This design comes from an exercise in tuning for small area and a short achievable clock period on the open sky130 flow, not from production work. Only simulation tests tie the RTL to the original design; equivalence was not proved. Power and IR drop assume default switching activity.

==> flow/design.v <==
module multiplier (a, b, prod, qnan, infinity, zero, normal, clk);
input [15:0] a, b;
input clk;
output [15:0] prod;
output qnan, infinity, zero, normal;
wire [12:0] bx = {1'b0, ~&b[14:10] & |b[14:10], b[9:0], 1'b0};
wire [5:0] c_bo, c_bt;
genvar gi;
generate for (gi = 0; gi < 6; gi = gi + 1) begin : rec
  assign c_bo[gi] = bx[2*gi+1] ^ bx[2*gi];
  assign c_bt[gi] = (bx[2*gi+2] & ~bx[2*gi+1] & ~bx[2*gi]) | (~bx[2*gi+2] & bx[2*gi+1] & bx[2*gi]);
end endgenerate
reg [10:0] sa;
reg [5:0] bo, bt;
reg [4:0] bn;
reg [4:0] ea, eb;
reg sgn1, b_m0;
always @(posedge clk) begin
  sa <= {~&a[14:10] & |a[14:10], a[9:0]};
  bo <= c_bo;
  bt <= c_bt;
  bn <= {b[9], b[7], b[5], b[3], b[1]};
  b_m0 <= ~|b[9:0];
  ea <= a[14:10];
  eb <= b[14:10];
  sgn1 <= a[15] ^ b[15];
end
wire a_m0 = ~|sa[9:0];
wire a_e1 = &ea, b_e1 = &eb;
wire a_n = ~a_e1 & |ea, b_n = ~b_e1 & |eb;
wire a_inf = a_e1 & a_m0, b_inf = b_e1 & b_m0;
wire a_zero = ~a_n & ~a_e1 & a_m0, b_zero = ~b_n & ~b_e1 & b_m0;
wire c_qnan = (a_inf & b_zero) | (b_inf & a_zero);
wire c_zero = ~a_inf & ~b_inf & (a_zero | b_zero);
wire c_fin = ~a_e1 & ~b_e1 & ~a_zero & ~b_zero;
wire [5:0] esum = ea + eb;
wire [4:0] pe_nn = ea + eb + 5'd17;
wire [4:0] c_pe0 = (a_n & b_n) ? pe_nn : a_n ? ea : b_n ? eb : 5'd15;
wire [4:0] c_pe1 = c_pe0 + 5'd1;
wire c_f0 = c_fin & (~(a_n & b_n) | (esum <= 6'd45));
wire c_f1 = c_fin & ((a_n & b_n) ? (esum <= 6'd44) : a_n ? (ea != 5'd30) : b_n ? (eb != 5'd30) : 1'b1);
wire pp_0_0 = ~(bn[0] ^ ((bo[0] & sa[0])));
wire pp_0_1 = ~(bn[0] ^ ((bo[0] & sa[1]) | (bt[0] & sa[0])));
wire pp_0_2 = ~(bn[0] ^ ((bo[0] & sa[2]) | (bt[0] & sa[1])));
wire pp_0_3 = ~(bn[0] ^ ((bo[0] & sa[3]) | (bt[0] & sa[2])));
wire pp_0_4 = ~(bn[0] ^ ((bo[0] & sa[4]) | (bt[0] & sa[3])));
wire pp_0_5 = ~(bn[0] ^ ((bo[0] & sa[5]) | (bt[0] & sa[4])));
wire pp_0_6 = ~(bn[0] ^ ((bo[0] & sa[6]) | (bt[0] & sa[5])));
wire pp_0_7 = ~(bn[0] ^ ((bo[0] & sa[7]) | (bt[0] & sa[6])));
wire pp_0_8 = ~(bn[0] ^ ((bo[0] & sa[8]) | (bt[0] & sa[7])));
wire pp_0_9 = ~(bn[0] ^ ((bo[0] & sa[9]) | (bt[0] & sa[8])));
wire pp_0_10 = ~(bn[0] ^ ((bo[0] & sa[10]) | (bt[0] & sa[9])));
wire pp_0_11 = ~(bn[0] ^ ((bt[0] & sa[10])));
wire pp_1_0 = ~(bn[1] ^ ((bo[1] & sa[0])));
wire pp_1_1 = ~(bn[1] ^ ((bo[1] & sa[1]) | (bt[1] & sa[0])));
wire pp_1_2 = ~(bn[1] ^ ((bo[1] & sa[2]) | (bt[1] & sa[1])));
wire pp_1_3 = ~(bn[1] ^ ((bo[1] & sa[3]) | (bt[1] & sa[2])));
wire pp_1_4 = ~(bn[1] ^ ((bo[1] & sa[4]) | (bt[1] & sa[3])));
wire pp_1_5 = ~(bn[1] ^ ((bo[1] & sa[5]) | (bt[1] & sa[4])));
wire pp_1_6 = ~(bn[1] ^ ((bo[1] & sa[6]) | (bt[1] & sa[5])));
wire pp_1_7 = ~(bn[1] ^ ((bo[1] & sa[7]) | (bt[1] & sa[6])));
wire pp_1_8 = ~(bn[1] ^ ((bo[1] & sa[8]) | (bt[1] & sa[7])));
wire pp_1_9 = ~(bn[1] ^ ((bo[1] & sa[9]) | (bt[1] & sa[8])));
wire pp_1_10 = ~(bn[1] ^ ((bo[1] & sa[10]) | (bt[1] & sa[9])));
wire pp_1_11 = ~(bn[1] ^ ((bt[1] & sa[10])));
wire pp_2_0 = ~(bn[2] ^ ((bo[2] & sa[0])));
wire pp_2_1 = ~(bn[2] ^ ((bo[2] & sa[1]) | (bt[2] & sa[0])));
wire pp_2_2 = ~(bn[2] ^ ((bo[2] & sa[2]) | (bt[2] & sa[1])));
wire pp_2_3 = ~(bn[2] ^ ((bo[2] & sa[3]) | (bt[2] & sa[2])));
wire pp_2_4 = ~(bn[2] ^ ((bo[2] & sa[4]) | (bt[2] & sa[3])));
wire pp_2_5 = ~(bn[2] ^ ((bo[2] & sa[5]) | (bt[2] & sa[4])));
wire pp_2_6 = ~(bn[2] ^ ((bo[2] & sa[6]) | (bt[2] & sa[5])));
wire pp_2_7 = ~(bn[2] ^ ((bo[2] & sa[7]) | (bt[2] & sa[6])));
wire pp_2_8 = ~(bn[2] ^ ((bo[2] & sa[8]) | (bt[2] & sa[7])));
wire pp_2_9 = ~(bn[2] ^ ((bo[2] & sa[9]) | (bt[2] & sa[8])));
wire pp_2_10 = ~(bn[2] ^ ((bo[2] & sa[10]) | (bt[2] & sa[9])));
wire pp_2_11 = ~(bn[2] ^ ((bt[2] & sa[10])));
wire pp_3_0 = ~(bn[3] ^ ((bo[3] & sa[0])));
wire pp_3_1 = ~(bn[3] ^ ((bo[3] & sa[1]) | (bt[3] & sa[0])));
wire pp_3_2 = ~(bn[3] ^ ((bo[3] & sa[2]) | (bt[3] & sa[1])));
wire pp_3_3 = ~(bn[3] ^ ((bo[3] & sa[3]) | (bt[3] & sa[2])));
wire pp_3_4 = ~(bn[3] ^ ((bo[3] & sa[4]) | (bt[3] & sa[3])));
wire pp_3_5 = ~(bn[3] ^ ((bo[3] & sa[5]) | (bt[3] & sa[4])));
wire pp_3_6 = ~(bn[3] ^ ((bo[3] & sa[6]) | (bt[3] & sa[5])));
wire pp_3_7 = ~(bn[3] ^ ((bo[3] & sa[7]) | (bt[3] & sa[6])));
wire pp_3_8 = ~(bn[3] ^ ((bo[3] & sa[8]) | (bt[3] & sa[7])));
wire pp_3_9 = ~(bn[3] ^ ((bo[3] & sa[9]) | (bt[3] & sa[8])));
wire pp_3_10 = ~(bn[3] ^ ((bo[3] & sa[10]) | (bt[3] & sa[9])));
wire pp_3_11 = ~(bn[3] ^ ((bt[3] & sa[10])));
wire pp_4_0 = ~(bn[4] ^ ((bo[4] & sa[0])));
wire pp_4_1 = ~(bn[4] ^ ((bo[4] & sa[1]) | (bt[4] & sa[0])));
wire pp_4_2 = ~(bn[4] ^ ((bo[4] & sa[2]) | (bt[4] & sa[1])));
wire pp_4_3 = ~(bn[4] ^ ((bo[4] & sa[3]) | (bt[4] & sa[2])));
wire pp_4_4 = ~(bn[4] ^ ((bo[4] & sa[4]) | (bt[4] & sa[3])));
wire pp_4_5 = ~(bn[4] ^ ((bo[4] & sa[5]) | (bt[4] & sa[4])));
wire pp_4_6 = ~(bn[4] ^ ((bo[4] & sa[6]) | (bt[4] & sa[5])));
wire pp_4_7 = ~(bn[4] ^ ((bo[4] & sa[7]) | (bt[4] & sa[6])));
wire pp_4_8 = ~(bn[4] ^ ((bo[4] & sa[8]) | (bt[4] & sa[7])));
wire pp_4_9 = ~(bn[4] ^ ((bo[4] & sa[9]) | (bt[4] & sa[8])));
wire pp_4_10 = ~(bn[4] ^ ((bo[4] & sa[10]) | (bt[4] & sa[9])));
wire pp_4_11 = ~(bn[4] ^ ((bt[4] & sa[10])));
wire pp_5_0 = ~((bo[5] & sa[0]));
wire pp_5_1 = ~((bo[5] & sa[1]) | (bt[5] & sa[0]));
wire pp_5_2 = ~((bo[5] & sa[2]) | (bt[5] & sa[1]));
wire pp_5_3 = ~((bo[5] & sa[3]) | (bt[5] & sa[2]));
wire pp_5_4 = ~((bo[5] & sa[4]) | (bt[5] & sa[3]));
wire pp_5_5 = ~((bo[5] & sa[5]) | (bt[5] & sa[4]));
wire pp_5_6 = ~((bo[5] & sa[6]) | (bt[5] & sa[5]));
wire pp_5_7 = ~((bo[5] & sa[7]) | (bt[5] & sa[6]));
wire pp_5_8 = ~((bo[5] & sa[8]) | (bt[5] & sa[7]));
wire pp_5_9 = ~((bo[5] & sa[9]) | (bt[5] & sa[8]));
wire pp_5_10 = ~((bo[5] & sa[10]) | (bt[5] & sa[9]));
wire pp_5_11 = ~((bt[5] & sa[10]));
wire [4:0] bnn = ~bn;
wire s1, c2, s3, c4, s5, c6, s7, c8, s9, c10, s11, c12, s13, c14, s15, c16, s17, c18, s19, c20, s21, c22, s23, c24, s25, c26, s27, c28, s29, c30, s31, c32, s33, c34, s35, c36, s37, c38, s39, s40, c41, s42, c43, s44, c45, s46, c47, s48, c49, s50, c51, s52, c53, s54, c55, s56, c57, s58, c59, s60, c61, s62, c63, s64, c65, s66, c67, s68, c69, s70, s71, c72, s73, c74, s75, c76, s77, c78, s79, c80, s81, c82, s83, c84, s85, c86, s87, c88, s89, c90, s91, c92, s93, c94, s95, c96, s97, c98, s99, c100, s101, c102, s103, c104, s105, c106, s107, c108, s109;
nhs us1 (.a(bnn[3]), .b(pp_0_6), .y(s1));
nhc uc2 (.a(bnn[3]), .b(pp_0_6), .y(c2));
nhs us3 (.a(pp_0_7), .b(pp_1_5), .y(s3));
nhc uc4 (.a(pp_0_7), .b(pp_1_5), .y(c4));
fa us5 (.y(bnn[4]), .x(pp_0_8), .cin(pp_1_6), .sum(s5), .cout(c6));
nhs us7 (.a(pp_2_4), .b(pp_3_2), .y(s7));
nhc uc8 (.a(pp_2_4), .b(pp_3_2), .y(c8));
fa us9 (.y(pp_0_9), .x(pp_1_7), .cin(pp_2_5), .sum(s9), .cout(c10));
nhs us11 (.a(pp_3_3), .b(pp_4_1), .y(s11));
nhc uc12 (.a(pp_3_3), .b(pp_4_1), .y(c12));
fa us13 (.y(pp_0_10), .x(pp_1_8), .cin(pp_2_6), .sum(s13), .cout(c14));
fa us15 (.y(pp_3_4), .x(pp_4_2), .cin(pp_5_0), .sum(s15), .cout(c16));
fa us17 (.y(pp_0_11), .x(pp_1_9), .cin(pp_2_7), .sum(s17), .cout(c18));
fa us19 (.y(pp_3_5), .x(pp_4_3), .cin(pp_5_1), .sum(s19), .cout(c20));
fa us21 (.y(bnn[0]), .x(pp_1_10), .cin(pp_2_8), .sum(s21), .cout(c22));
fa us23 (.y(pp_3_6), .x(pp_4_4), .cin(pp_5_2), .sum(s23), .cout(c24));
fa us25 (.y(bnn[0]), .x(pp_1_11), .cin(pp_2_9), .sum(s25), .cout(c26));
fa us27 (.y(pp_3_7), .x(pp_4_5), .cin(pp_5_3), .sum(s27), .cout(c28));
fa us29 (.y(bn[0]), .x(bn[1]), .cin(pp_2_10), .sum(s29), .cout(c30));
fa us31 (.y(pp_3_8), .x(pp_4_6), .cin(pp_5_4), .sum(s31), .cout(c32));
ha us33 (.a(pp_2_11), .b(pp_3_9), .sum(s33), .cout(c34));
nhs us35 (.a(pp_4_7), .b(pp_5_5), .y(s35));
nhc uc36 (.a(pp_4_7), .b(pp_5_5), .y(c36));
fa us37 (.y(bn[2]), .x(pp_3_10), .cin(pp_4_8), .sum(s37), .cout(c38));
assign s39 = ~pp_3_11;
nhs us40 (.a(bnn[2]), .b(pp_0_4), .y(s40));
nhc uc41 (.a(bnn[2]), .b(pp_0_4), .y(c41));
nhs us42 (.a(pp_0_5), .b(pp_1_3), .y(s42));
nhc uc43 (.a(pp_0_5), .b(pp_1_3), .y(c43));
fa us44 (.y(pp_1_4), .x(pp_2_2), .cin(pp_3_0), .sum(s44), .cout(c45));
fa us46 (.y(pp_2_3), .x(pp_3_1), .cin(c2), .sum(s46), .cout(c47));
fa us48 (.y(pp_4_0), .x(c4), .cin(s7), .sum(s48), .cout(c49));
fa us50 (.y(c8), .x(s11), .cin(c6), .sum(s50), .cout(c51));
fa us52 (.y(c12), .x(c10), .cin(s13), .sum(s52), .cout(c53));
fa us54 (.y(c14), .x(c16), .cin(s17), .sum(s54), .cout(c55));
fa us56 (.y(c18), .x(c20), .cin(s21), .sum(s56), .cout(c57));
fa us58 (.y(c22), .x(c24), .cin(s25), .sum(s58), .cout(c59));
fa us60 (.y(c26), .x(c28), .cin(s29), .sum(s60), .cout(c61));
fa us62 (.y(s35), .x(s33), .cin(c30), .sum(s62), .cout(c63));
fa us64 (.y(pp_5_6), .x(c34), .cin(c36), .sum(s64), .cout(c65));
fa us66 (.y(pp_4_9), .x(pp_5_7), .cin(s39), .sum(s66), .cout(c67));
fa us68 (.y(bn[3]), .x(pp_3_11), .cin(pp_4_10), .sum(s68), .cout(c69));
assign s70 = ~pp_4_11;
nhs us71 (.a(bnn[1]), .b(pp_0_2), .y(s71));
nhc uc72 (.a(bnn[1]), .b(pp_0_2), .y(c72));
nhs us73 (.a(pp_0_3), .b(pp_1_1), .y(s73));
nhc uc74 (.a(pp_0_3), .b(pp_1_1), .y(c74));
fa us75 (.y(pp_1_2), .x(pp_2_0), .cin(s40), .sum(s75), .cout(c76));
fa us77 (.y(pp_2_1), .x(c41), .cin(s42), .sum(s77), .cout(c78));
fa us79 (.y(c43), .x(s1), .cin(s44), .sum(s79), .cout(c80));
fa us81 (.y(s3), .x(c45), .cin(s46), .sum(s81), .cout(c82));
fa us83 (.y(s5), .x(c47), .cin(s48), .sum(s83), .cout(c84));
fa us85 (.y(s9), .x(c49), .cin(s50), .sum(s85), .cout(c86));
fa us87 (.y(s15), .x(c51), .cin(s52), .sum(s87), .cout(c88));
fa us89 (.y(s19), .x(c53), .cin(s54), .sum(s89), .cout(c90));
fa us91 (.y(s23), .x(c55), .cin(s56), .sum(s91), .cout(c92));
fa us93 (.y(s27), .x(c57), .cin(s58), .sum(s93), .cout(c94));
fa us95 (.y(s31), .x(c59), .cin(s60), .sum(s95), .cout(c96));
fa us97 (.y(c32), .x(c61), .cin(s62), .sum(s97), .cout(c98));
fa us99 (.y(s37), .x(s64), .cin(c63), .sum(s99), .cout(c100));
fa us101 (.y(c38), .x(s66), .cin(c65), .sum(s101), .cout(c102));
fa us103 (.y(pp_5_8), .x(c67), .cin(s68), .sum(s103), .cout(c104));
fa us105 (.y(pp_5_9), .x(s70), .cin(c69), .sum(s105), .cout(c106));
fa us107 (.y(bn[4]), .x(pp_4_11), .cin(pp_5_10), .sum(s107), .cout(c108));
assign s109 = ~pp_5_11;
wire [21:0] ra_n = {s109, s107, s105, s103, s101, s99, c96, c94, c92, c90, c88, c86, c84, c82, c80, c78, c76, c74, c72, pp_1_0, pp_0_1, bnn[0]};
wire [21:0] rb_n = {c108, c106, c104, c102, c100, c98, s97, s95, s93, s91, s89, s87, s85, s83, s81, s79, s77, s75, s73, s71, 1'b1, pp_0_0};
wire [21:0] ck = ra_n & rb_n;
wire [21:0] cp = ra_n ^ rb_n;
wire G0_1 = ck[1] | (cp[1] & (ra_n[0] | rb_n[0]));
wire G0_2 = ck[2] | (cp[2] & ck[1]);
wire P0_2 = cp[2] & cp[1];
wire G0_3 = ck[3] | (cp[3] & ck[2]);
wire P0_3 = cp[3] & cp[2];
wire G0_4 = ck[4] | (cp[4] & ck[3]);
wire P0_4 = cp[4] & cp[3];
wire G0_5 = ck[5] | (cp[5] & ck[4]);
wire P0_5 = cp[5] & cp[4];
wire G0_6 = ck[6] | (cp[6] & ck[5]);
wire P0_6 = cp[6] & cp[5];
wire G0_7 = ck[7] | (cp[7] & ck[6]);
wire P0_7 = cp[7] & cp[6];
wire G0_8 = ck[8] | (cp[8] & ck[7]);
wire P0_8 = cp[8] & cp[7];
wire G0_9 = ck[9] | (cp[9] & ck[8]);
wire P0_9 = cp[9] & cp[8];
wire G0_10 = ck[10] | (cp[10] & ck[9]);
wire P0_10 = cp[10] & cp[9];
wire G0_11 = ck[11] | (cp[11] & ck[10]);
wire P0_11 = cp[11] & cp[10];
wire G0_12 = ck[12] | (cp[12] & ck[11]);
wire P0_12 = cp[12] & cp[11];
wire G0_13 = ck[13] | (cp[13] & ck[12]);
wire P0_13 = cp[13] & cp[12];
wire G0_14 = ck[14] | (cp[14] & ck[13]);
wire P0_14 = cp[14] & cp[13];
wire G0_15 = ck[15] | (cp[15] & ck[14]);
wire P0_15 = cp[15] & cp[14];
wire G0_16 = ck[16] | (cp[16] & ck[15]);
wire P0_16 = cp[16] & cp[15];
wire G0_17 = ck[17] | (cp[17] & ck[16]);
wire P0_17 = cp[17] & cp[16];
wire G0_18 = ck[18] | (cp[18] & ck[17]);
wire P0_18 = cp[18] & cp[17];
wire G0_19 = ck[19] | (cp[19] & ck[18]);
wire P0_19 = cp[19] & cp[18];
wire G0_20 = ck[20] | (cp[20] & ck[19]);
wire P0_20 = cp[20] & cp[19];
wire G0_21 = ck[21] | (cp[21] & ck[20]);
wire P0_21 = cp[21] & cp[20];
wire G1_2 = G0_2 | (P0_2 & (ra_n[0] | rb_n[0]));
wire G1_3 = G0_3 | (P0_3 & G0_1);
wire G1_4 = G0_4 | (P0_4 & G0_2);
wire P1_4 = P0_4 & P0_2;
wire G1_5 = G0_5 | (P0_5 & G0_3);
wire P1_5 = P0_5 & P0_3;
wire G1_6 = G0_6 | (P0_6 & G0_4);
wire P1_6 = P0_6 & P0_4;
wire G1_7 = G0_7 | (P0_7 & G0_5);
wire P1_7 = P0_7 & P0_5;
wire G1_8 = G0_8 | (P0_8 & G0_6);
wire P1_8 = P0_8 & P0_6;
wire G1_9 = G0_9 | (P0_9 & G0_7);
wire P1_9 = P0_9 & P0_7;
wire G1_10 = G0_10 | (P0_10 & G0_8);
wire P1_10 = P0_10 & P0_8;
wire G1_11 = G0_11 | (P0_11 & G0_9);
wire P1_11 = P0_11 & P0_9;
wire G1_12 = G0_12 | (P0_12 & G0_10);
wire P1_12 = P0_12 & P0_10;
wire G1_13 = G0_13 | (P0_13 & G0_11);
wire P1_13 = P0_13 & P0_11;
wire G1_14 = G0_14 | (P0_14 & G0_12);
wire P1_14 = P0_14 & P0_12;
wire G1_15 = G0_15 | (P0_15 & G0_13);
wire P1_15 = P0_15 & P0_13;
wire G1_16 = G0_16 | (P0_16 & G0_14);
wire P1_16 = P0_16 & P0_14;
wire G1_17 = G0_17 | (P0_17 & G0_15);
wire P1_17 = P0_17 & P0_15;
wire G1_18 = G0_18 | (P0_18 & G0_16);
wire P1_18 = P0_18 & P0_16;
wire G1_19 = G0_19 | (P0_19 & G0_17);
wire P1_19 = P0_19 & P0_17;
wire G1_20 = G0_20 | (P0_20 & G0_18);
wire P1_20 = P0_20 & P0_18;
wire G1_21 = G0_21 | (P0_21 & G0_19);
wire P1_21 = P0_21 & P0_19;
wire G2_4 = G1_4 | (P1_4 & (ra_n[0] | rb_n[0]));
wire G2_5 = G1_5 | (P1_5 & G0_1);
wire G2_6 = G1_6 | (P1_6 & G1_2);
wire G2_7 = G1_7 | (P1_7 & G1_3);
wire G2_8 = G1_8 | (P1_8 & G1_4);
wire P2_8 = P1_8 & P1_4;
wire G2_9 = G1_9 | (P1_9 & G1_5);
wire P2_9 = P1_9 & P1_5;
wire G2_10 = G1_10 | (P1_10 & G1_6);
wire P2_10 = P1_10 & P1_6;
wire G2_11 = G1_11 | (P1_11 & G1_7);
wire P2_11 = P1_11 & P1_7;
wire G2_12 = G1_12 | (P1_12 & G1_8);
wire P2_12 = P1_12 & P1_8;
wire G2_13 = G1_13 | (P1_13 & G1_9);
wire P2_13 = P1_13 & P1_9;
wire G2_14 = G1_14 | (P1_14 & G1_10);
wire P2_14 = P1_14 & P1_10;
wire G2_15 = G1_15 | (P1_15 & G1_11);
wire P2_15 = P1_15 & P1_11;
wire G2_16 = G1_16 | (P1_16 & G1_12);
wire P2_16 = P1_16 & P1_12;
wire G2_17 = G1_17 | (P1_17 & G1_13);
wire P2_17 = P1_17 & P1_13;
wire G2_18 = G1_18 | (P1_18 & G1_14);
wire P2_18 = P1_18 & P1_14;
wire G2_19 = G1_19 | (P1_19 & G1_15);
wire P2_19 = P1_19 & P1_15;
wire G2_20 = G1_20 | (P1_20 & G1_16);
wire P2_20 = P1_20 & P1_16;
wire G2_21 = G1_21 | (P1_21 & G1_17);
wire P2_21 = P1_21 & P1_17;
wire G3_8 = G2_8 | (P2_8 & (ra_n[0] | rb_n[0]));
wire G3_9 = G2_9 | (P2_9 & G0_1);
wire G3_10 = G2_10 | (P2_10 & G1_2);
wire G3_11 = G2_11 | (P2_11 & G1_3);
wire G3_12 = G2_12 | (P2_12 & G2_4);
wire G3_13 = G2_13 | (P2_13 & G2_5);
wire G3_14 = G2_14 | (P2_14 & G2_6);
wire G3_15 = G2_15 | (P2_15 & G2_7);
wire G3_16 = G2_16 | (P2_16 & G2_8);
wire P3_16 = P2_16 & P2_8;
wire G3_17 = G2_17 | (P2_17 & G2_9);
wire P3_17 = P2_17 & P2_9;
wire G3_18 = G2_18 | (P2_18 & G2_10);
wire P3_18 = P2_18 & P2_10;
wire G3_19 = G2_19 | (P2_19 & G2_11);
wire P3_19 = P2_19 & P2_11;
wire G3_20 = G2_20 | (P2_20 & G2_12);
wire P3_20 = P2_20 & P2_12;
wire G3_21 = G2_21 | (P2_21 & G2_13);
wire P3_21 = P2_21 & P2_13;
wire G4_16 = G3_16 | (P3_16 & (ra_n[0] | rb_n[0]));
wire G4_17 = G3_17 | (P3_17 & G0_1);
wire G4_18 = G3_18 | (P3_18 & G1_2);
wire G4_19 = G3_19 | (P3_19 & G1_3);
wire G4_20 = G3_20 | (P3_20 & G2_4);
wire G4_21 = G3_21 | (P3_21 & G2_5);
wire [22:0] ncy;
assign ncy[0] = 1'b1;
assign ncy[1] = (ra_n[0] | rb_n[0]);
assign ncy[2] = G0_1;
assign ncy[3] = G1_2;
assign ncy[4] = G1_3;
assign ncy[5] = G2_4;
assign ncy[6] = G2_5;
assign ncy[7] = G2_6;
assign ncy[8] = G2_7;
assign ncy[9] = G3_8;
assign ncy[10] = G3_9;
assign ncy[11] = G3_10;
assign ncy[12] = G3_11;
assign ncy[13] = G3_12;
assign ncy[14] = G3_13;
assign ncy[15] = G3_14;
assign ncy[16] = G3_15;
assign ncy[17] = G4_16;
assign ncy[18] = G4_17;
assign ncy[19] = G4_18;
assign ncy[20] = G4_19;
assign ncy[21] = G4_20;
assign ncy[22] = G4_21;
wire [21:0] raw = ~(cp ^ ncy[21:0]);
reg [11:0] r2;
reg hin2, sgn2, q2, z2, f02, f12;
reg [4:0] pe2;
always @(posedge clk) begin
  r2 <= raw[21:10];
  hin2 <= ~raw[21];
  sgn2 <= sgn1;
  q2 <= c_qnan;
  z2 <= c_zero;
  f02 <= c_f0;
  f12 <= c_f1;
  pe2 <= c_pe0;
end
wire [4:0] pe2i = pe2 + 5'd1;
wire [4:0] e0 = f02 ? pe2 : {5{~z2}};
wire [4:0] e1 = f12 ? pe2i : {5{~z2}};
wire hi = r2[11];
wire lo = hin2;
wire fin = (hi & f12) | (lo & f02);
assign qnan = q2;
assign zero = z2;
assign normal = fin;
assign infinity = ~(q2 | z2 | fin);
assign prod[15] = sgn2;
assign prod[14:10] = ({5{hi}} & e1) | ({5{lo}} & e0);
assign prod[9:0] = ({10{hi & f12}} & r2[10:1]) | ({10{lo & f02}} & r2[9:0]) | {q2, 3'b000, q2, 1'b0, q2, 1'b0, q2, 1'b0};
endmodule
module nhs (a, b, y);
input a, b;
output y;
assign y = ~(a ^ b);
endmodule
module nhc (a, b, y);
input a, b;
output y;
assign y = a | b;
endmodule
module g_xor2 (a, b, y);
input a, b;
output y;
assign y = a ^ b;
endmodule
module g_xnor2 (a, b, y);
input a, b;
output y;
assign y = ~(a ^ b);
endmodule
module g_nor2 (a, b, y);
input a, b;
output y;
assign y = ~(a | b);
endmodule
module g_nand2 (a, b, y);
input a, b;
output y;
assign y = ~(a & b);
endmodule
module g_inv (a, y);
input a;
output y;
assign y = ~a;
endmodule
module g_a21oi (a, b, c, y);
input a, b, c;
output y;
assign y = ~((a & b) | c);
endmodule
module g_o21ai (a, b, c, y);
input a, b, c;
output y;
assign y = ~((a | b) & c);
endmodule
module xr2 (a, b, y);
input a, b;
output y;
assign y = a ^ b;
endmodule
module ha (a, b, sum, cout);
input a, b;
output sum, cout;
assign sum = a ^ b;
assign cout = a & b;
endmodule
module fa (x, y, cin, sum, cout);
input x, y, cin;
output sum, cout;
assign sum = x ^ y ^ cin;
assign cout = (x & y) | (x & cin) | (y & cin);
endmodule
==> flow/run.sh <==
#!/bin/bash
# synth_recipe.tcl (not shown) runs the flow's synth.tcl, then flattens the netlist and writes it again
# the make line also repeats each setting of config.mk as NAME=value (left out here)
make -C /OpenROAD-flow-scripts/flow DESIGN_CONFIG=/design/flow/config.mk WORK_HOME=/design/flow/orfs CLKGATE_MAP_FILE= SYNTH_SCRIPT=/design/flow/synth_recipe.tcl finish
==> flow/config.mk <==
export PLATFORM = sky130hd
export DESIGN_NAME = multiplier
export DESIGN_NICKNAME = multiplier
export VERILOG_FILES = /design/flow/design.v
export SDC_FILE = /design/flow/constraint.sdc
export NUM_CORES = 4
export LEC_CHECK = 0
export CAP_MARGIN = 20
export CORE_MARGIN = 2
export CORE_UTILIZATION = 75
export CTS_BUF_LIST = sky130_fd_sc_hd__clkbuf_8
export PLACE_DENSITY = 0.9
export SLEW_MARGIN = 20
export SYNTH_HIERARCHICAL = 1
==> flow/constraint.sdc <==
create_clock -name core_clock -period 12.0 [get_ports {clk}]
set_input_delay 2.4000 -clock core_clock [delete_from_list [all_inputs] [get_ports {clk}]]
set_output_delay 2.4000 -clock core_clock [all_outputs]
set_load 0.01 [all_outputs]
==> flow_summary.ini, run 1 <==
[floorplanning]
start_util = 0.781
coreArea_sq_um = 6870
ios = 53
fp.dieH_um = 88.6
num_rows = 30
die_w_um = 88.6
dieArea_sq_um = 7850

[logic_synthesis]
ys_ff_latch = 63
synth_cell_types = 56
syn_avg_cell_area_sq_um = 9.60
synth_edf_count = 0
seq_area_frac_synth = 0.235
synthTopCellsByArea = dfxtp_1, fa_1, xnor2_1, a22oi_1, ha_1
synth_ff_type = dfxtp_1
syn-cell-area_sq_um = 5370
async_flop_share = 0
netlist.area_leader.share = 0.235
synth_cells = 559
synth_largest_area_cell = dfxtp_1
syn-num-nets = 669
synth_warnings = 7

[cts]
ctsHoldBuffers = 0
cts_made_buffers = 9
clk_latency_ps = 360
post_cts_buffers = 0
clkSinkCount = 63
cts-root-buf = clkbuf_8
cts_buffer_depth = 2
ctsResizeCount = 0
cts_tree = done
clk_pin_slew_ps = 80
htree_levels = 3

[power_and_ir_drop]
p_sw_mw = 0.712
p_int_mw = 0.843
power.leakage_nw = 2.30
combinationalPowerShare = 0.692
ir_drop_mv = 0.142
totalPowerFinal_mw = 1.55
powerDensity_nw_per_um2 = 257
p_clk_frac = 0.113
switching_share = 0.458
pwr-share-seq = 0.195

[worst_setup_path]
cp_max_fo = 6
cp.buffers_inverters = 2
crit_arrival_ps = 2210
cp.required_ps = 9600
critical_path.cell_chain = inv_1, o21ai_0, o21ai_0, a211o_1, clkdlybuf4s50_1
cp_top_family = compound AO/OA/AOI/OAI gates
cp-end-kind = output port
r2r_slack_ps = 7420
path_common_cell = o21ai_0
startpoint_type = register
critPathSlowestCell = clkdlybuf4s50_1
max_stage_delay_ps = 470
worst-setup-path-type = register to output port

[final_layout]
syn2layout_area_growth_pct = 12.8
fillers = 342
multi_input_area_sq_um = 3900
nets = 699
diodes = 0
drive_gt1_frac = 0.0471
register_area_sq_um = 1260

[grt]
grt_pass1_wl_um = 22900
overflow = 0
grt_pass1_vias = 4768
track_usage = 0.390
antenna_found_initial = 0
grt_max_degree = 15

[sta]
period_share = 0.384
setup_tns_ps = 0
hold_viol_final = 0
maxSlewViolCount = 0
fin_skew_ps = 9.70
grt_setup_unrepaired = false
worstMarginPinSlew_ps = 865
max_freq_ghz = 0.217
fin_crit_ps = 4610
setup_violations = 0
slew_headroom = 0.418

[placement]
place_congestion = 0.997
io_buffers = 52
dp_hpwl_um = 10100

[route]
wl_um = 14200
routedWlPerCell_um = 20.5
drt-initial-drc-count = 624
drtAntennaViolNets = 0
avgViaCountPerCell = 6.83
vias = 4714
drc = 0
drt_pass1_iterations = 8

[outcome]
outcome = finished clean

[job]
maxCapViolCount = 0

[hold_path]
hold_path.class = register to register
==> stage by stage <==
stage	instances	utilization	hold slack [ps]	instance area (sq um)	setup slack, ps
2_1_floorplan	559	-	310	5370	7900
3_3_place_gp	674	0.855	319	5870	7760
3_5_place_dp	674	0.855	325	5870	7510
4_1_cts	690	0.881	349	6050	7380
5_1_grt	690	0.881	354	6050	7230
6_report	690	0.881	348	6050	7390
==> power groups by stage <==
stage	combinational (mW)	sequential, mW	clock [mW]
CTS	1.06	0.301	0.175
global placement	0.977	0.302	0
floorplan	0.801	0.282	0
finish	1.08	0.303	0.176
global route	1.19	0.307	0.185
detailed placement	1.05	0.306	0
==> cell usage after synthesis (2+ instances only) <==
cell type	count
xnor2_1	76
nand4_1	4
o21ai_1	3
or2_1	11
nor3_1	6
o22ai_1	2
nor2b_1	5
a211o_1	3
nand3b_1	4
mux2i_1	2
a22oi_1	61
fa_1	46
a21oi_2	2
a22o_1	8
a31oi_1	5
buf_1	7
a21o_1	2
o31ai_1	2
o21bai_1	2
nand3_1	8
and4_1	2
or4_1	7
ha_1	31
a311oi_1	2
and2_1	6
nand2_1	28
inv_1	18
o211ai_1	4
nor4_1	4
nor2_1	22
a221o_1	5
a21oi_1	21
clkinv_1	2
xor2_1	14
nand2b_1	8
clkbuf_1	24
o21ai_0	15
o21a_1	2
and3_1	4
dfxtp_1	63
o221ai_1	3
==> path summary, 6_finish.rpt <==
check | end | start | cells after the start
hold reg to reg | sgn2$_DFF_P_ | sgn1$_DFF_P_ | 0
setup / recovery | prod[14] | z2$_DFF_P_ | 5
setup reg to reg | r2[11]$_DFF_P_ | bn[2]$_DFF_P_ | 11
hold / removal | sgn2$_DFF_P_ | sgn1$_DFF_P_ | 0
==> layer usage <==
metal	vias up	GRT usage	wire length, um
met1	2225	0.482	5250
met2	352	0.647	6900
met4	0	0.179	647
met3	74	0.0979	1350
met5	-	0	0
li1	2063	-	-
==> modules after synthesis, one instance, submodules excluded <==
| module | cells | copies in the design | flip-flops and latches |
|---|---|---|---|
| multiplier | 497 | 1 | 63 |
| fa | 1 | 43 | 0 |
| ha | 1 | 1 | 0 |
| nhs | 1 | 9 | 0 |
| nhc | 1 | 9 | 0 |
==> final cells by class <==
cell class,instances,area share
tap,96,0.0198
inverter,20,0.0124
multi-input combinational,443,0.644
clock buffer,10,0.0227
clock inverter,6,0.00723
timing repair buffer,52,0.0860
sequential,63,0.208
==> sequential cells by signal, summed over array words and instances, names as in the netlist, 5 cells and up <==
name / flops
bn: 5
bo: 6
bt: 6
ea: 5
eb: 5
pe2: 5
r2: 12
sa: 11
==> cell usage in the layout, fill, tap and decap left out, types with 10 or more instances in the layout <==
cell type,count
xnor2_1,76
dfxtp_1,63
a22oi_1,61
clkdlybuf4s50_1,52
fa_1,46
ha_1,31
nand2_1,28
nor2_1,22
a21oi_1,21
inv_1,18
o21ai_0,15
xor2_1,14
or2_1,11
clkbuf_8,10
==> cells by family after synthesis <==
kind of cell	after synthesis	share of synthesized area
AND/OR/NAND/NOR	123	0.121
XOR/XNOR	90	0.147
AO/OA/AOI/OAI	151	0.210
flip-flops	63	0.235
buffers and inverters	53	0.0392
multiplexers	2	0.00373
adder cells (fa/ha/maj)	77	0.244
==> worst register-to-register path, delay by kind of cell (launching register included) <==
kind | cells | cell delay, ps
buf+inv | 1 | 540
xor+xnor | 2 | 590
flops | 1 | 390
fa+ha+maj | 4 | 1780
simple gates | 1 | 230
compound gates | 3 | 930
==> run 2: changes to the inputs <==
--- a/flow/config.mk
+++ b/flow/config.mk
@@ -8,7 +8,7 @@
 export CAP_MARGIN = 20
 export CORE_MARGIN = 2
-export CORE_UTILIZATION = 75
+export CORE_UTILIZATION = 65
 export CTS_BUF_LIST = sky130_fd_sc_hd__clkbuf_8
-export PLACE_DENSITY = 0.9
+export PLACE_DENSITY = 0.8
 export SLEW_MARGIN = 20
 export SYNTH_HIERARCHICAL = 1
==> run 2 against run 1 <==
Flip-flop and latch count is the same; highest routed layer unchanged; clock power up 8%; first-iteration DRC count is 38% lower; still clean on timing, DRC and antenna; critical path depth stayed put; clock skew up 2.6 ps; total power is 1.7% lower; wire length fell by 14%; largest cell class unchanged; register-to-register slack improved by 140 ps; non-clock buffer count unchanged; largest power group unchanged.
==> flow_summary.ini, run 2 <==
[logic_synthesis]
synth_cells = 559
synth_cell_types = 56
synth_edf_count = 0
synth_ff_type = dfxtp_1
synthAdderAreaFrac = 0.244
async_flop_share = 0
synth.most_common_cell = xnor2_1
muxShareOfSynthArea = 0.00373
synth-simple-area-share = 0.121
syn-num-nets = 669
syn-cell-area_sq_um = 5370
synth_common_cells = xnor2_1, dfxtp_1, a22oi_1, fa_1, ha_1
synth_warnings = 7
synth_top_family_by_area = adder cells
synthTopCellsByArea = dfxtp_1, fa_1, xnor2_1, a22oi_1, ha_1
syn_avg_cell_area_sq_um = 9.60
seq_area_frac_synth = 0.235
synth-compound-area-share = 0.210
synth_xor_area_frac = 0.147
netlist.area_leader.share = 0.235
synth_largest_area_cell = dfxtp_1
ys_ff_latch = 63

[power_and_ir_drop]
pwr-share-seq = 0.197
powerDensity_nw_per_um2 = 251
totalPowerFinal_mw = 1.53
ir_drop_mv = 0.150
p_int_mw = 0.859
power.leakage_nw = 2.30
p_clk_frac = 0.124
combinationalPowerShare = 0.678
p_sw_mw = 0.670
switching_share = 0.438

[cts]
ctsHoldBuffers = 0
cts_tree = done
clk_pin_slew_ps = 70
htree_levels = 3
cts-root-buf = clkbuf_8
cts_buffer_depth = 2
ctsResizeCount = 0
post_cts_buffers = 0
clkSinkCount = 63
cts_made_buffers = 9
clk_latency_ps = 350

[worst_setup_path]
cp.buffers_inverters = 2
max_stage_delay_ps = 480
critical_path.cell_chain = inv_1, o21ai_0, o21ai_0, a211o_1, clkdlybuf4s50_1
critPathSlowestCell = clkdlybuf4s50_1
crit_arrival_ps = 2240
cp_max_fo = 6
cp_top_family = compound AO/OA/AOI/OAI gates
worst-setup-path-type = register to output port
path_common_cell = o21ai_0
cp.required_ps = 9600
cp-end-kind = output port
startpoint_type = register

[floorplanning]
ios = 53
dieArea_sq_um = 9000
start_util = 0.663
num_rows = 33
coreArea_sq_um = 8090
fp.dieH_um = 94.9
die_w_um = 94.9

[job]
maxCapViolCount = 0

[final_layout]
final_common_cell = xnor2_1
mostFrequentLayoutCells = xnor2_1, dfxtp_1, a22oi_1, clkdlybuf4s50_1, fa_1
largest_reg_flops = 12
nets = 699
top_register = r2
largest_registers = r2 x12, sa x11
drive_gt1_frac = 0.0471
fillers = 621
final_cell_area_sq_um = 6090
diodes = 0
syn2layout_area_growth_pct = 13.4

[hold_path]
hold_path.class = register to register

[sta]
hold_viol_final = 0
max_freq_ghz = 0.216
fin_skew_ps = 12.3
setup_violations = 0
grt_setup_unrepaired = false
worstMarginPinSlew_ps = 794
slew_headroom = 0.466
worst_slack_ps = 7360
setup_tns_ps = 0
maxSlewViolCount = 0
whs_ps = 328
period_share = 0.387
fin_crit_ps = 4640

[outcome]
outcome = finished clean

[route]
drt-initial-drc-count = 387
drt_pass1_iterations = 5
drc = 0
avgViaCountPerCell = 6.27
wl_um = 12100
vias = 4380
drtAntennaViolNets = 0
routedWlPerCell_um = 17.3

[placement]
dp_hpwl_um = 9310
io_buffers = 52
place_congestion = 0.907
dp_worst_setup_slack_ps = 7620
dpl_cell_area_sq_um = 5880

[grt]
track_usage = 0.293
grt_pass1_vias = 4353
antenna_found_initial = 0
grt_pass1_wl_um = 20500
overflow = 0
grt_max_degree = 15
run 2: cell counts after synthesis:
No cell type changed its count.
run 2: worst paths after layout:
path                            slack, ps            to           from  depth (start not counted)
worst max-delay path                 7360      prod[12]     z2$_DFF_P_                          5
worst min-delay path                  330  sgn2$_DFF_P_   sgn1$_DFF_P_                          0
worst max register to register       7560  hin2$_DFF_P_  bn[2]$_DFF_P_                         11
worst min register to register        330  sgn2$_DFF_P_   sgn1$_DFF_P_                          0
run 2: stage by stage:
step / cells / util
after floorplan: 559 / -
after global placement: 683 / 0.727
after detailed placement: 683 / 0.727
after CTS: 699 / 0.752
after global routing: 699 / 0.752
final: 699 / 0.752
run 2: area by class of cell:
class                   count  area (sq um)  share of cell area
clock buffers              10           138              0.0226
clock inverters             6          67.6              0.0111
inverters                  20          75.1              0.0123
multi-input cells         443          3900               0.640
flip-flops and latches     63          1260               0.207
well taps                 105           131              0.0216
repair buffers             52           520              0.0855
run 2: modules after synthesis, one instance, submodules excluded:
module / cells inside / area, sq um / times used / flops+latches
nhc: 1 / 6.26 / 9 / 0
multiplier: 497 / 4360 / 1 / 63
nhs: 1 / 8.76 / 9 / 0
fa: 1 / 20.0 / 43 / 0
ha: 1 / 12.5 / 1 / 0
run 2: routing by layer:
| metal | GRT usage | share of wire | routed length, um |
|---|---|---|---|
| met4 | 0.0676 | 0.015 | 185 |
| met1 | 0.414 | 0.43 | 5240 |
| met3 | 0.0599 | 0.088 | 1070 |
| met5 | 0 | 0 | 0 |
| met2 | 0.465 | 0.46 | 5610 |
run 2: cells by family (layout without fill, tap and decap cells):
family,after synthesis,count (layout)
AO/OA/AOI/OAI,151,151
XOR/XNOR,90,90
adder cells (fa/ha/maj),77,77
buffers and inverters,53,88
flip-flops,63,63
multiplexers,2,2
AND/OR/NAND/NOR,123,123
run 2: power groups by stage:
stage	logic, mW	clock network (mW)	registers, mW
floorplan	0.801	0	0.282
global placement	0.985	0	0.303
detailed placement	1.02	0	0.305
CTS	1.03	0.191	0.301
global route	1.16	0.203	0.307
finish	1.04	0.190	0.302
run 2: worst register-to-register path, cell delays in order (launching register included):
cell and delay [ps]:
dfxtp_1 380, clkinv_1 510, xnor2_1 410, fa_1 490, fa_1 520, fa_1 420, ha_1 340, and2_1 230
a221oi_2 390, a21boi_2 150, o41ai_4 360, xor2_1 170
==> run 3: changes to the inputs <==
==> flow/flow/run.sh (new file) <==
#!/bin/bash
set -euo pipefail
cp standard.sh standard_copy.sh
sed 's|^make -C|make SETUP_SLACK_MARGIN=7 -C|' standard.sh > tight.sh
grep -q "SETUP_SLACK_MARGIN=7" tight.sh
bash tight.sh > make_flow.log 2>&1
==> flow/standard.sh (new file) <==
#!/bin/bash
# synth_recipe.tcl (not shown) runs the flow's synth.tcl, then flattens the netlist and writes it again
# the make line also repeats each setting of config.mk as NAME=value (left out here)
make -C /OpenROAD-flow-scripts/flow DESIGN_CONFIG=/design/flow/config.mk WORK_HOME=/design/flow/orfs CLKGATE_MAP_FILE= SYNTH_SCRIPT=/design/flow/synth_recipe.tcl "${@:-finish}"
--- a/flow/config.mk
+++ b/flow/config.mk
@@ -8,7 +8,7 @@
 export CAP_MARGIN = 20
 export CORE_MARGIN = 2
-export CORE_UTILIZATION = 65
+export CORE_UTILIZATION = 75
 export CTS_BUF_LIST = sky130_fd_sc_hd__clkbuf_8
-export PLACE_DENSITY = 0.8
+export PLACE_DENSITY = 0.9
 export SLEW_MARGIN = 20
 export SYNTH_HIERARCHICAL = 1
removed: flow/run.sh
==> run 3 against run 2 <==
Critical path depth stayed put; sequential power hardly changed; total power is 1.7% higher; die area is 13% lower; combinational power is 4% higher; synthesized cell count stayed put; clock power is 7% lower; clock skew is 2.6 ps lower; register-to-register slack worse by 140 ps; worst setup slack better by 27 ps; cell area is 0.58% lower; critical endpoint is now prod[14]; largest power group unchanged.
==> flow_summary.ini, run 3 <==
[power_and_ir_drop]
ir_drop_mv = 0.142
powerDensity_nw_per_um2 = 257
power.leakage_nw = 2.30

[worst_setup_path]
worstSetupStartpoint = z2$_DFF_P_
r2r_start = bn[2]$_DFF_P_
worst-setup-path-type = register to output port
startpoint_type = register
cp.required_ps = 9600
cp-end-kind = output port
crit_arrival_ps = 2210
cp_max_fo = 6
r2r_cells = 11

[cts]
clk_latency_ps = 360
htree_levels = 3
cts_made_buffers = 9
cts-root-buf = clkbuf_8
clk_pin_slew_ps = 80
cts_buffer_depth = 2
ctsHoldBuffers = 0
clkSinkCount = 63
ctsResizeCount = 0
post_cts_buffers = 0
cts_tree = done

[final_layout]
fillers = 342
drive_gt1_frac = 0.0471
diodes = 0
final_common_cell = xnor2_1
instances_no_fill = 690
top_register = r2
syn2layout_area_growth_pct = 12.8
largest_reg_flops = 12
multi_input_area_sq_um = 3900
nets = 699
mostFrequentLayoutCells = xnor2_1, dfxtp_1, a22oi_1, clkdlybuf4s50_1, fa_1
largest_registers = r2 x12, sa x11
register_area_sq_um = 1260

[route]
drt_pass1_iterations = 8
vias = 4714
drt-initial-drc-count = 624
wl_um = 14200
drtAntennaViolNets = 0
routedWlPerCell_um = 20.5
avgViaCountPerCell = 6.83
drc = 0

[logic_synthesis]
synth_cell_types = 56
synth_warnings = 7
netlist.area_leader.share = 0.235
synth_largest_area_cell = dfxtp_1
ys_ff_latch = 63
synth_common_cells = xnor2_1, dfxtp_1, a22oi_1, fa_1, ha_1
synth_ff_type = dfxtp_1
synth_cells = 559
syn-num-nets = 669
async_flop_share = 0
syn_avg_cell_area_sq_um = 9.60
synth.most_common_cell = xnor2_1
seq_area_frac_synth = 0.235
syn-cell-area_sq_um = 5370
synth_edf_count = 0
synthTopCellsByArea = dfxtp_1, fa_1, xnor2_1, a22oi_1, ha_1

[floorplanning]
ios = 53
fp.dieH_um = 88.6
num_rows = 30
start_util = 0.781
die_w_um = 88.6
dieArea_sq_um = 7850
coreArea_sq_um = 6870

[placement]
dp_hpwl_um = 10100
io_buffers = 52
place_inst = 674
place_congestion = 0.997

[sta]
grt_setup_unrepaired = false
worstMarginPinSlew_ps = 865
setup_tns_ps = 0
period_share = 0.384
fin_skew_ps = 9.70
max_freq_ghz = 0.217
whs_ps = 348
maxSlewViolCount = 0
hold_viol_final = 0
setup_violations = 0
slew_headroom = 0.418
fin_crit_ps = 4610

[grt]
track_usage = 0.390
antenna_found_initial = 0
grt_pass1_wl_um = 22900
overflow = 0
grt_max_degree = 15
grt_pass1_vias = 4768

[hold_path]
holdCritStartpoint = sgn1$_DFF_P_
hold_path.class = register to register
holdPathStages = 0

[outcome]
outcome = finished clean

[job]
maxCapViolCount = 0
==> run 3: logic make-up after synthesis <==
family / count (synthesis) / share of synthesized area
compound gates: 151 / 0.210
xor+xnor: 90 / 0.147
fa+ha+maj: 77 / 0.244
buf+inv: 53 / 0.0392
flops: 63 / 0.235
mux: 2 / 0.00373
simple gates: 123 / 0.121
==> run 3: worst max-delay path, stage by stage (launching register included) <==
cell	delay (ps)
dfxtp_1	360
inv_1	60
o21ai_0	440
o21ai_0	190
a211o_1	320
clkdlybuf4s50_1	470
==> run 3: modules after synthesis (local to each module, per instance) <==
module	cell area [sq um]	copies in the design	cells inside
fa	20.0	43	1
ha	12.5	1	1
nhs	8.76	9	1
nhc	6.26	9	1
multiplier	4360	1	497
==> run 3: worst paths after layout <==
| kind | slack [ps] | end |
|---|---|---|
| min | 350 | sgn2$_DFF_P_ |
| max | 7390 | prod[14] |
| max reg2reg | 7420 | r2[11]$_DFF_P_ |
| min reg2reg | 350 | sgn2$_DFF_P_ |
==> run 3: stage by stage <==
stage	cell area, sq um	setup WS, ps	util	power, mW
5_1_grt	6050	7230	0.881	1.68
4_1_cts	6050	7380	0.881	1.54
2_1_floorplan	5370	7900	-	1.08
3_3_place_gp	5870	7760	0.855	1.28
3_5_place_dp	5870	7510	0.855	1.35
6_report	6050	7390	0.881	1.55
==> run 3: power breakdown <==
group / total, mW / internal (mW) / switching (mW)
clock: 0.176 / 0.0816 / 0.0941
sequential: 0.303 / 0.261 / 0.0417
combinational: 1.08 / 0.500 / 0.576
total: 1.55 / 0.843 / 0.712
==> run 3: layer usage <==
metal / wire length (um) / vias up / track usage / part of all wire
met5: 0 / - / 0 / 0
met4: 647 / 0 / 0.179 / 0.046
met3: 1350 / 74 / 0.0979 / 0.095
met2: 6900 / 352 / 0.647 / 0.49
met1: 5250 / 2225 / 0.482 / 0.37
li1: - / 2063 / - / -
==> run 3: final cells by class <==
class	count	area share
multi-input combinational	443	0.644
tap	96	0.0198
clock buffer	10	0.0227
inverter	20	0.0124
timing repair buffer	52	0.0860
clock inverter	6	0.00723
sequential	63	0.208
==> run 4: changes to the inputs <==
==> flow/flow/run.sh (replaced) <==
#!/bin/bash
set -euo pipefail
cp standard.sh standard_copy.sh
sed 's|^make -C|make SETUP_SLACK_MARGIN=8 -C|' standard.sh > tight.sh
grep -q "SETUP_SLACK_MARGIN=8" tight.sh
bash tight.sh > make_flow.log 2>&1
==> run 4 against run 3 <==
The flow now stops in global routing (5_1_grt); area after synthesis did not move; synthesized cell count did not move.
==> flow_summary.ini, run 4 <==
[floorplanning]
fp.dieH_um = 88.6
num_rows = 30
start_util = 0.781
die_w_um = 88.6
ios = 53

[outcome]
stop_stage = global routing (5_1_grt)
error = [ERROR GRT-0232] Routing congestion too high. Check the congestion heatmap in the GUI.
outcome = did not finish

[cts]
clkSinkCount = 63
htree_levels = 3
cts-root-buf = clkbuf_8
cts_buffer_depth = 2
cts_made_buffers = 9

[sta]
worst-ep-kind = sequential cell input
grt-worst-endpoint = r2[8]$_DFF_P_/D

[logic_synthesis]
synth_cell_types = 56
synth_common_cells = xnor2_1, dfxtp_1, a22oi_1, fa_1, ha_1
synthTopCellsByArea = dfxtp_1, fa_1, xnor2_1, a22oi_1, ha_1
async_flop_share = 0
synth.most_common_cell = xnor2_1
synth_largest_area_cell = dfxtp_1
synth_warnings = 7
syn-num-nets = 669
synth_cells = 559
seq_area_frac_synth = 0.235
synth_ff_type = dfxtp_1
netlist.area_leader.share = 0.235
synth_edf_count = 0
syn-cell-area_sq_um = 5370
ys_ff_latch = 63
syn_avg_cell_area_sq_um = 9.60

[grt]
overflow = 631
track_usage = 0.969
grt_max_degree = 15

[placement]
place_congestion = 0.978
dp_worst_setup_slack_ps = 7520
dpl_cell_area_sq_um = 5870
place_inst = 674
dp_hpwl_um = 10000
io_buffers = 52
-- run 4: through the flow --
| stage | hold slack, ps | total power [mW] |
|---|---|---|
| 2_1_floorplan | 310 | 1.08 |
| 3_3_place_gp | 314 | 1.28 |
| 3_5_place_dp | 324 | 1.35 |
| 4_1_cts | 340 | 1.64 |
-- run 4: cell families after synthesis --
family,count (synthesis),synth area share
adders and majority gates,77,0.244
and+or+nand+nor,123,0.121
muxes,2,0.00373
xor gates and xnor gates,90,0.147
buffers and inverters,53,0.0392
DFF,63,0.235
AOI/OAI and AO/OA,151,0.210
-- run 4: power groups by stage --
stage	clock network [mW]	logic [mW]	registers, mW
after CTS	0.216	1.12	0.308
after detailed placement	0	1.05	0.305
after floorplan	0	0.801	0.282
after global placement	0	0.976	0.302
-- run 4: worst max path at each step --
stage                     slack (ps)             end  depth (start not counted)          start
after floorplan                 8010  r2[11]$_DFF_P_                         12  bn[1]$_DFF_P_
after global placement          7760    hin2$_DFF_P_                         11  bn[2]$_DFF_P_
after detailed placement        7520  r2[11]$_DFF_P_                         11  bn[1]$_DFF_P_
after CTS                       7930        prod[12]                          6     z2$_DFF_P_
-- run 4: per-module statistics from Yosys, one instance, submodules excluded --
module | area, sq um | cells | flip-flops and latches
fa | 20.0 | 1 | 0
nhc | 6.26 | 1 | 0
multiplier | 4360 | 497 | 63
ha | 12.5 | 1 | 0
nhs | 8.76 | 1 | 0
-- run 4: layer usage --
layer  GRT overflow  global-route usage
met1              3               0.844
met2            428                1.26
met3              9               0.731
met4            190                1.16
met5              1               0.331
-- run 4: repair_timing --
item | 4_1_cts
setup buffers | 23
cloned | 2
hold buffers | 0
gates resized for setup | 80
pin swaps | 5
endpoints found under the setup margin | 28
==> run 5: changes to the inputs <==
--- a/flow/config.mk
+++ b/flow/config.mk
@@ -8,7 +8,7 @@
 export CAP_MARGIN = 20
 export CORE_MARGIN = 2
-export CORE_UTILIZATION = 75
+export CORE_UTILIZATION = 55
 export CTS_BUF_LIST = sky130_fd_sc_hd__clkbuf_8
-export PLACE_DENSITY = 0.9
+export PLACE_DENSITY = 0.7
 export SLEW_MARGIN = 20
 export SYNTH_HIERARCHICAL = 1
==> run 5 against run 4 <==
Synthesized cell count is the same; area after synthesis is the same; the run now finishes clean.
==> flow_summary.ini, run 5 <==
[logic_synthesis]
syn-cell-area_sq_um = 5370
synth_ff_type = dfxtp_1
netlist.area_leader.share = 0.235
synth_common_cells = xnor2_1, dfxtp_1, a22oi_1, fa_1, ha_1
async_flop_share = 0
synth_warnings = 7
ys_ff_latch = 63
synth_edf_count = 0
synth.most_common_cell = xnor2_1
synthTopCellsByArea = dfxtp_1, fa_1, xnor2_1, a22oi_1, ha_1
synth_largest_area_cell = dfxtp_1
syn_avg_cell_area_sq_um = 9.60
seq_area_frac_synth = 0.235
synth_cell_types = 56
syn-num-nets = 669
synth_cells = 559

[worst_setup_path]
critical_path.cell_chain = ha_2, and3_1, o21ai_0, a211o_1, buf_2
cp_max_fo = 4
crit_arrival_ps = 1590
cp_top_family = compound AO/OA/AOI/OAI gates
r2r_cells = 11
startpoint_type = register
max_stage_delay_ps = 360
critPathSlowestCell = dfxtp_4
cp.buffers_inverters = 1
cp.required_ps = 9600
worst-setup-path-type = register to output port
crit_cells = 5
cp-end-kind = output port

[job]
maxCapViolCount = 0

[power_and_ir_drop]
powerDensity_nw_per_um2 = 251
power.leakage_nw = 2.58
totalPowerFinal_mw = 1.66
ir_drop_mv = 0.198

[cts]
clk_latency_ps = 340
clkSinkCount = 63
clk_pin_slew_ps = 70
cts_made_buffers = 9
cts-root-buf = clkbuf_8
htree_levels = 3
cts_buffer_depth = 2
cts_tree = done

[sta]
worstMarginPinSlew_ps = 569
grt_setup_unrepaired = true
fin_skew_ps = 7.38
slew_headroom = 0.621
max_freq_ghz = 0.251
setup_tns_ps = 0
period_share = 0.333
setup_violations = 0
maxSlewViolCount = 0
fin_crit_ps = 3990
hold_viol_final = 0

[grt]
grt_pass1_wl_um = 20600
grt_max_degree = 15
antenna_found_initial = 0
overflow = 0
track_usage = 0.250
grt_pass1_vias = 4325

[route]
wl_um = 13100
drt-initial-drc-count = 348
drc = 0
vias = 4514
drtAntennaViolNets = 0
routedWlPerCell_um = 17.3
drt_pass1_iterations = 7
avgViaCountPerCell = 5.99

[floorplanning]
coreArea_sq_um = 9640
die_w_um = 103
start_util = 0.557
fp.dieH_um = 103
dieArea_sq_um = 10600
ios = 53
num_rows = 36

[final_layout]
mostFrequentLayoutCells = xnor2_1, a22oi_1, fa_1, clkdlybuf4s50_1, dfxtp_1
multi_input_area_sq_um = 4090
top_register = r2
instances_no_fill = 753
fillers = 761
diodes = 0
largest_reg_flops = 12
nets = 725
drive_gt1_frac = 0.192
final_cell_area_sq_um = 6600
final_common_cell = xnor2_1
register_area_sq_um = 1340
syn2layout_area_growth_pct = 22.9
largest_registers = r2 x12, sa x11

[placement]
io_buffers = 52
place_congestion = 0.876
dp_hpwl_um = 9360
dpl_cell_area_sq_um = 5920
place_inst = 711

[outcome]
outcome = finished clean

[hold_path]
holdPathStages = 0
hold_path.class = register to register
## run 5: cell counts after synthesis
Identical to the previous run, type by type.
## run 5: metrics by stage
step	hold slack, ps	util	worst slack, ps
after floorplan	310	-	8010
after global placement	316	0.614	7720
after global routing	356	0.685	7920
final	343	0.685	8010
after detailed placement	322	0.614	7540
after CTS	349	0.659	7860
## run 5: worst reg2reg max path, delay by kind of cell, from the launching register on
kind            cells  cell delay [ps]
buf+inv             2              430
compound gates      3              730
simple gates        2              330
flops               1              390
fa+ha+maj           4             1910
## run 5: path summary, 6_finish.rpt
check                       from             to  slack (ps)
setup reg to reg   bn[0]$_DFF_P_  r2[8]$_DFF_P_        8130
hold reg to reg     sgn1$_DFF_P_   sgn2$_DFF_P_         340
setup / recovery  pe2[0]$_DFF_P_       prod[14]        8010
hold / removal      sgn1$_DFF_P_   sgn2$_DFF_P_         340
## run 5: modules after synthesis, one instance, submodules excluded
module / area (sq um) / cells inside / flip-flops and latches / times used
fa: 20.0 / 1 / 0 / 43
ha: 12.5 / 1 / 0 / 1
multiplier: 4360 / 497 / 63 / 1
nhc: 6.26 / 1 / 0 / 9
nhs: 8.76 / 1 / 0 / 9
## run 5: what timing repair did
item                       4_1_cts  5_1_grt
setup endpoints to repair       28       21
buffers inserted                14       10
pin swaps                        2       11
gates cloned                     2        0
hold buffers                     0        0
resized for setup               67       51
## run 5: logic make-up (layout without fill, tap and decap cells)
family | count (synthesis) | after routing | synth area share
compound gates | 151 | 151 | 0.210
xor+xnor | 90 | 90 | 0.147
fa+ha+maj | 77 | 77 | 0.244
buf+inv | 53 | 112 | 0.0392
flops | 63 | 63 | 0.235
mux | 2 | 2 | 0.00373
simple gates | 123 | 125 | 0.121
## run 5: metal layers
layer  part of all wire  track usage
met5                  0            0
met4              0.019       0.0729
met3              0.065       0.0427
met2               0.47        0.400
met1               0.45        0.352
## run 5: layout make-up
class,count,area share
clock inverter,5,0.00853
tap,133,0.0252
clock buffer,11,0.0229
multi-input combinational,445,0.619
sequential,63,0.203
timing repair buffer,76,0.107
inverter,20,0.0146
## run 5: power by group
group          total, mW  internal, mW  switching, mW
clock network      0.190         0.107         0.0827
registers          0.309         0.264         0.0459
logic               1.16         0.572          0.585
total               1.66         0.943          0.714
==> run 6: changes to the inputs <==
==> flow/flow/run.sh (replaced) <==
#!/bin/bash
set -euo pipefail
cp standard.sh standard_copy.sh
sed 's|^make -C|make SETUP_SLACK_MARGIN=9 -C|' standard.sh > tight.sh
grep -q "SETUP_SLACK_MARGIN=9" tight.sh
bash tight.sh > make_flow.log 2>&1
==> run 6 against run 5 <==
Still clean on timing, DRC and antenna; via count is 6.4% higher; sequential power hardly changed; clock power hardly changed; hold slack better by 2.1 ps; cell count is 6.2% higher; first-iteration DRC count is 23% higher; worst setup slack better by 79 ps; core utilization is 9.0 points higher; global-route usage is 2.7 points higher; flip-flop and latch count stayed put; non-clock buffer count is 46 higher; register-to-register slack better by 50 ps; critical path type unchanged; highest routed layer unchanged.
==> flow_summary.ini, run 6 <==
[cts]
cts_made_buffers = 9
cts_buffer_depth = 2
htree_levels = 3
ctsHoldBuffers = 0
cts-root-buf = clkbuf_8
clk_pin_slew_ps = 80
clk_latency_ps = 340
cts_tree = done
clkSinkCount = 63

[hold_path]
holdPathStages = 0
hold_path.class = register to register

[logic_synthesis]
seq_area_frac_synth = 0.235
synthTopCellsByArea = dfxtp_1, fa_1, xnor2_1, a22oi_1, ha_1
synth_common_cells = xnor2_1, dfxtp_1, a22oi_1, fa_1, ha_1
synth_largest_area_cell = dfxtp_1
async_flop_share = 0
synth_edf_count = 0
syn-num-nets = 669
netlist.area_leader.share = 0.235
synth_cell_types = 56
syn_avg_cell_area_sq_um = 9.60
synth.most_common_cell = xnor2_1
synth_ff_type = dfxtp_1
synth_warnings = 7
synth_cells = 559
syn-cell-area_sq_um = 5370
ys_ff_latch = 63

[worst_setup_path]
cp_max_fo = 3
startpoint_type = register
cp-end-kind = output port
critPathSlowestCell = dfxtp_4
worst-setup-path-type = register to output port
cp.required_ps = 9600
crit_arrival_ps = 1510
critical_path.cell_chain = ha_4, and3_4, nand2b_1, a21oi_1, a211o_1, buf_2
max_stage_delay_ps = 360
r2r_cells = 14

[final_layout]
largest_reg_flops = 12
syn2layout_area_growth_pct = 39.0
nets = 772
drive_gt1_frac = 0.397
fillers = 649
final_common_cell = xnor2_1
multi_input_area_sq_um = 4580
mostFrequentLayoutCells = xnor2_1, buf_4, a22oi_1, fa_1, dfxtp_4
largest_registers = r2 x12, sa x11
top_register = r2
register_area_sq_um = 1380
diodes = 0

[sta]
whs_ps = 345
grt_setup_unrepaired = true
fin_crit_ps = 3910
setup_violations = 0
fin_skew_ps = 10.8
worstMarginPinSlew_ps = 716
max_freq_ghz = 0.256
setup_tns_ps = 0
maxSlewViolCount = 0
slew_headroom = 0.518
worst_slack_ps = 8090
period_share = 0.326
hold_viol_final = 0

[floorplanning]
fp.dieH_um = 103
num_rows = 36
die_w_um = 103
dieArea_sq_um = 10600
ios = 53
coreArea_sq_um = 9640
start_util = 0.557

[route]
drc = 0
drtAntennaViolNets = 0
avgViaCountPerCell = 6.01
wl_um = 14800
routedWlPerCell_um = 18.5
drt_pass1_iterations = 6
vias = 4805
drt-initial-drc-count = 429

[power_and_ir_drop]
totalPowerFinal_mw = 2.16
combinationalPowerShare = 0.768
pwr-share-seq = 0.143
ir_drop_mv = 0.191
switching_share = 0.424
p_sw_mw = 0.918
power.leakage_nw = 2.89
powerDensity_nw_per_um2 = 290
p_clk_frac = 0.088
p_int_mw = 1.24

[placement]
dp_hpwl_um = 9480
dp_worst_setup_slack_ps = 7970
place_congestion = 0.884
io_buffers = 52

[grt]
overflow = 0
grt_pass1_vias = 4618
grt_pass1_wl_um = 22800
antenna_found_initial = 0
grt_max_degree = 14
track_usage = 0.278

[outcome]
outcome = finished clean

[job]
maxCapViolCount = 0
## run 6: timing repair
action | CTS | global route
pin swaps | 39 | 38
buffers inserted | 62 | 8
setup endpoints to repair | 37 | 38
resized for setup | 246 | 64
gates cloned | 3 | 0
## run 6: power groups by stage
stage	registers, mW	clock network (mW)	logic [mW]
finish	0.310	0.191	1.66
CTS	0.306	0.194	1.44
global placement	0.311	0	1.12
floorplan	0.287	0	0.948
detailed placement	0.311	0	1.15
global route	0.314	0.205	1.79
## run 6: final timing paths
| check | from | endpoint | slack, ps |
|---|---|---|---|
| setup / recovery | pe2[0]$_DFF_P_ | prod[14] | 8090 |
| hold / removal | sgn1$_DFF_P_ | sgn2$_DFF_P_ | 340 |
| setup reg to reg | bn[0]$_DFF_P_ | r2[3]$_DFF_P_ | 8180 |
| hold reg to reg | sgn1$_DFF_P_ | sgn2$_DFF_P_ | 340 |
## run 6: through the flow
stage / std cells / util / area [sq um]
after global placement: 711 / 0.637 / 6140
after detailed placement: 711 / 0.637 / 6140
after CTS: 792 / 0.738 / 7110
final: 800 / 0.774 / 7460
after global routing: 800 / 0.774 / 7460
after floorplan: 559 / - / 5710
## run 6: modules after synthesis, one instance, submodules excluded
module      area (sq um)  times used  cells  flip-flops and latches
nhs                 8.76           9      1                       0
fa                  20.0          43      1                       0
nhc                 6.26           9      1                       0
ha                  12.5           1      1                       0
multiplier          4360           1    497                      63
## run 6: layout make-up
cell class	instances	area share
Clock buffer	10	0.0184
Tap cell	133	0.0223
Timing Repair Buffer	122	0.138
Sequential cell	63	0.185
Timing Repair inverter	1	0.000671
Multi-Input combinational cell	445	0.613
Clock inverter	6	0.00922
Inverter	20	0.0132
## run 6: layer usage
| layer | vias to the layer above | track usage | wire [um] |
|---|---|---|---|
| li1 | 2215 | - | - |
| met1 | 2318 | 0.382 | 6340 |
| met2 | 237 | 0.451 | 7060 |
| met3 | 35 | 0.0508 | 1100 |
| met4 | 0 | 0.0810 | 282 |
| met5 | - | 0 | 0 |
## run 6: cell families (layout without fill, tap and decap cells)
group,count (synthesis),after routing,share of synthesized area
mux,2,2,0.00373
fa+ha+maj,77,77,0.244
simple gates,123,125,0.121
xor+xnor,90,90,0.147
flops,63,63,0.235
compound gates,151,151,0.210
buf+inv,53,159,0.0392
## run 6: critical path: cells and delay by family (launching register included)
family | cells | cell delay (ps)
flip-flops | 1 | 360
AO/OA/AOI/OAI | 2 | 300
AND/OR/NAND/NOR | 2 | 210
adder cells (fa/ha/maj) | 1 | 160
buffers and inverters | 1 | 140

static timing again, ports no longer ideal:
How much do the figures lean on ideal ports? The routed layouts below were timed once more, with nothing changed but the port constraints.
Step 1, drivers: a clkbuf_16 drives clk and a buf_2 each remaining input, both assumed.
Step 2 adds t to the input delays and takes it off the output delays; t is the mean of the earliest and latest rising clock arrival at the registers after step 1. Input paths then give back, and output paths get back, about the clock's delay inside the block.
a / b / c = ideal ports / drivers / drivers and shift; a / b = the first two.
run	t (ns)	setup slack, ns	worst register clock-pin slew, ns	cell pins on the clock port's net
run 1	0.384	7.389 / 7.359 / 7.417	0.08 / 0.08	1
run 2	0.373	7.362 / 7.337 / 7.556	0.08 / 0.08	1
run 3	0.384	7.389 / 7.359 / 7.417	0.08 / 0.08	1
run 5	0.359	8.009 / 7.983 / 8.075	0.07 / 0.07	1
run 6	0.362	8.088 / 8.057 / 8.184	0.08 / 0.08	1
After both steps every run listed still meets setup and hold.
